This is an optimization exercise on Yosys and OpenROAD, whose aim is small area, a short achievable clock period and few clock cycles per item, not a production implementation.
Function was checked by simulation only, so behaviour that the tests miss may differ from the original.
Power figures rest on the tool's default switching activity, not on a simulated workload.

Setup of run a:
==> flow/design.v (excerpt) <==
module multiplier(
  output [63:0] prod,
  output busy,
  input [31:0] mc,
  input [31:0] mp,
  input clk,
  input rst,
  input start);
Size: ~1100 cells after synthesis, roughly 130 I/O pins.
clock: 4.0 ns
lec_check: 0
cap_margin: 20
core_margin: 2
core_utilization: 40
cts_buf_list: sky130_fd_sc_hd__clkbuf_8
setup_slack_margin: 0.0
slew_margin: 20
synth_hierarchical: 1
synth_minimum_keep_size: 0
standard.sh (not shown) runs the stock make flow with config.mk's settings and CLKGATE_MAP_FILE= SYNTH_SCRIPT=/design/flow/synth_recipe.tcl, a recipe that flattens the netlist after the stock synthesis.
==> flow/flow/run.sh <==
#!/bin/bash
# Layout flow: the standard flow (standard synthesis and ORFS steps), except
# that the port buffers inserted before global placement are buf_2 cells
# instead of the delay-cell buffers ORFS picks by default. Every input and
# output port still gets its own buffer.
set -euo pipefail
export BUFFER_PORTS_ARGS="-buffer_cell sky130_fd_sc_hd__buf_2"
bash standard.sh finish > standard_flow.log 2>&1
Testbench counts of run a, summed over its fixed seeds: cycles 12,800, items 3,200.
### run a -> run b
Settings: removing CTS_BUF_LIST (formerly sky130_fd_sc_hd__clkbuf_8).
==> summary.txt <==
Having completed the whole flow, run b delivered a layout that passed the timing, design-rule and antenna checks.
There was hardly any difference in total wire length between run a and run b.
Summary: with run a as the reference, total of fill cells in the finished design in run b moved down slightly.
From run b to run a, share of the synthesized area in compound gates (AO/OA/AOI/OAI) did not move at all.
Cmp run a and run b / post-route minimum period / lower: run b
The via count reported for run b is lower than the one for run a.
Looking at total net switching power, run b sits 0.74% above run a.
Run a -> run b: maximum level of the CTS H-tree delta 0, exact match
Between run a and run b, the flow reports number of vias per cell decreasing slightly.
The standard cells in run b occupy more silicon area than those in run a do.

* * *

Setup of run 1:
multiplier, a different RTL version from the one above (not shown whole).
Size in the first run: roughly 170 flip-flops, ~130 I/O pins, about 0.016 sq mm of cells after synthesis.
export LEC_CHECK = 0
export CAP_MARGIN = 20
export CORE_MARGIN = 2
export CORE_UTILIZATION = 55
export CTS_BUF_LIST = sky130_fd_sc_hd__clkbuf_8
export SETUP_SLACK_MARGIN = 0.15
export SLEW_MARGIN = 20
export SYNTH_HIERARCHICAL = 1
export SYNTH_MINIMUM_KEEP_SIZE = 0
create_clock -name core_clock -period 4.0 [get_ports {clk}]
Scripts as last shown in full above: flow/flow/run.sh
Run 1 completed end to end with timing, DRC and antenna clean.
Testbench counts of run 1, summed over its fixed seeds: cycles 9,600, items 3,200.
Input changes introduced in run 2 (baseline for comparison: run 1):
- CTS_BUF_LIST no longer set, was sky130_fd_sc_hd__clkbuf_8
- SETUP_SLACK_MARGIN now 0.1, was 0.15
- CORE_UTILIZATION now 60, was 55
### Flow results
Run 1 has a higher die area than run 2. Run 2 against run 1: power rose about 1.4%, total leakage power now sits higher, routed wire length higher, shortest period the worst path allows moved up. Cmp run 2 and run 1 / share of layout cells above drive strength 1 / higher: run 1. Side by side, highest attainable clock frequency turned out lower in run 2 than in run 1. Cell with the biggest individual delay on the critical path: edfxtp_1 -> run 1, fa_1 -> run 2. Summary of the comparison: sequential share of layout area is lower in run 2, relative to run 1.
Here is what was changed in the inputs of run 3 compared with run 2.
- TNS_END_PERCENT: unset -> 40
- CORE_UTILIZATION: 60 -> 55
- CTS_BUF_LIST: unset -> sky130_fd_sc_hd__clkbuf_8
Findings:
The final layout from run 3, which completed every stage, passed the timing, design-rule and antenna checks at the end of the flow. Clock period minus final worst setup slack, run 3 and run 2, higher one = run 2. Going from run 2 to run 3, the clock skew was found to have gone up by 8.1 ps. Total wire length: run 3 vs run 2 down about 3%. | length of the first detailed-routing pass in iterations | run 3 vs run 2 | 11 lower |. Summary of run 3 over run 2: data arrival at the endpoint of the critical path held steady, relative contribution of the clock network to total power lower, count of clock buffers in the final design lower. Against run 2, starting DRC count in detailed routing in run 3 came out better.
Inputs modified between run 3 and run 4:
- a deleted CTS_BUF_LIST that had been sky130_fd_sc_hd__clkbuf_8
- a deleted TNS_END_PERCENT that had been 40
- a change of CORE_UTILIZATION from 55 to 40
- a change of SETUP_SLACK_MARGIN from 0.1 to 0.05
### Flow results
The higher period utilization of run 4 and run 3 is in run 4. Total power of the final layout, run 4 and run 3: lower on run 3. Diff run 3 -> run 4 | minimum period implied by the final worst setup slack | increase of 91 ps. Number of failing hold endpoints at the final stage: run 4 vs run 3 identical. Startpoint of the worst setup timing path: S[7] -> run 4, d_two[0] -> run 3. Compared with run 3, run 4 shows a higher first-pass GRT wire length. Run 4 ended up with more standard cells than run 3. Run 3 → run 4: final-layout clock buffer total shows an increase of 1, hold slack climbed 16 ps, floorplan die area went up.

* * *

Setup of job 5120:
multiplier, a different RTL version from the one above (not shown whole).
Size: ~1400 cells after synthesis, ~160 flip-flops, ~130 I/O pins, about 0.013 mm² of cells after synthesis.
==> flow/config.mk <==
export PLATFORM = sky130hd
export DESIGN_NAME = multiplier
export DESIGN_NICKNAME = multiplier
export VERILOG_FILES = /design/flow/design.v
export SDC_FILE = /design/flow/constraint.sdc
export NUM_CORES = 4
export LEC_CHECK = 0
export CAP_MARGIN = 20
export CORE_MARGIN = 2
export CORE_UTILIZATION = 40
export SETUP_SLACK_MARGIN = 1.8
export SLEW_MARGIN = 20
==> flow/constraint.sdc <==
create_clock -name core_clock -period 4.0 [get_ports {clk}]
set_input_delay 0.8000 -clock core_clock [delete_from_list [all_inputs] [get_ports {clk}]]
set_output_delay 0.8000 -clock core_clock [all_outputs]
set_load 0.01 [all_outputs]
run.sh (not shown) runs the stock make flow with config.mk's settings and CLKGATE_MAP_FILE= SYNTH_SCRIPT=/design/flow/synth_recipe.tcl, a recipe that flattens the netlist after the stock synthesis.
Stock flow here: none of the scripts above is used.
Testbench counts of job 5120, summed over its fixed seeds: cycles 16,000, items 3,200.
Modified inputs, job 747 compared to job 5120
- clearing SETUP_SLACK_MARGIN, which used to be 1.8
## What came out
No stage failed in job 747, and the final checks on the layout all came back clean.
Between job 5120 and job 747, the flow reports overall power decreasing by more than 10%.
Taking job 5120 as the reference, in job 747 proportion of cell area occupied by multi-input gates +1.7 points, clock-pin slew on the worst setup and hold paths about even, maximum frequency from static timing analysis now sits lower.
Routability-driven placement congestion ratio delta for job 747 relative to job 5120: 2.0% higher
Job 5120 → job 747: reported clock group power level, final critical-path required period moved up.
From job 5120 to job 747 the numbers moved as follows: sequential group share of total power now sits higher, average via count per standard cell down about 3.7%.
Looking at count of nets after finishing, job 747 sits 107 below job 5120.

afterwards: timing with drivers on the ports:
No port has a modelled driver above. Below, the same layouts with a new extraction and two added sets of constraints.
Step 1, drivers: a clkbuf_16 drives clk and a buf_2 each remaining input, both assumed.
Step 2 times the ports against the registers' clock, not the clock port: input delays grow and output delays shrink by t, the midpoint of the rising clock arrivals with the driver on.
a / b / c = ideal ports / drivers / drivers and shift; a / b = the first two.
run | t (ns) | setup slack, ns | hold WS [ns]
run a | 0.534 | 0.089 / 0.043 / -0.139 | 0.423 / 0.423 / 0.423
run b | 0.489 | 0.140 / 0.092 / -0.135 | 0.419 / 0.419 / 0.419
run 1 | 0.522 | 0.185 / 0.138 / -0.223 | 0.428 / 0.428 / 0.428
run 2 | 0.492 | 0.122 / 0.122 / -0.333 | 0.420 / 0.420 / 0.420
run 3 | 0.532 | 0.161 / 0.130 / -0.220 | 0.420 / 0.420 / 0.420
run 4 | 0.526 | 0.070 / 0.018 / -0.305 | 0.435 / 0.435 / 0.435
job 5120 | 0.507 | 0.546 / 0.523 / 0.016 | 0.421 / 0.421 / 0.421
job 747 | 0.496 | 0.073 / 0.103 / -0.393 | 0.424 / 0.424 / 0.424
With both steps, setup timing fails in 7 of these runs, where it was met with ideal ports. For job 5120, which loses most, drivers alone change the setup slack by -0.023 ns; drivers and shift together by -0.530 ns.
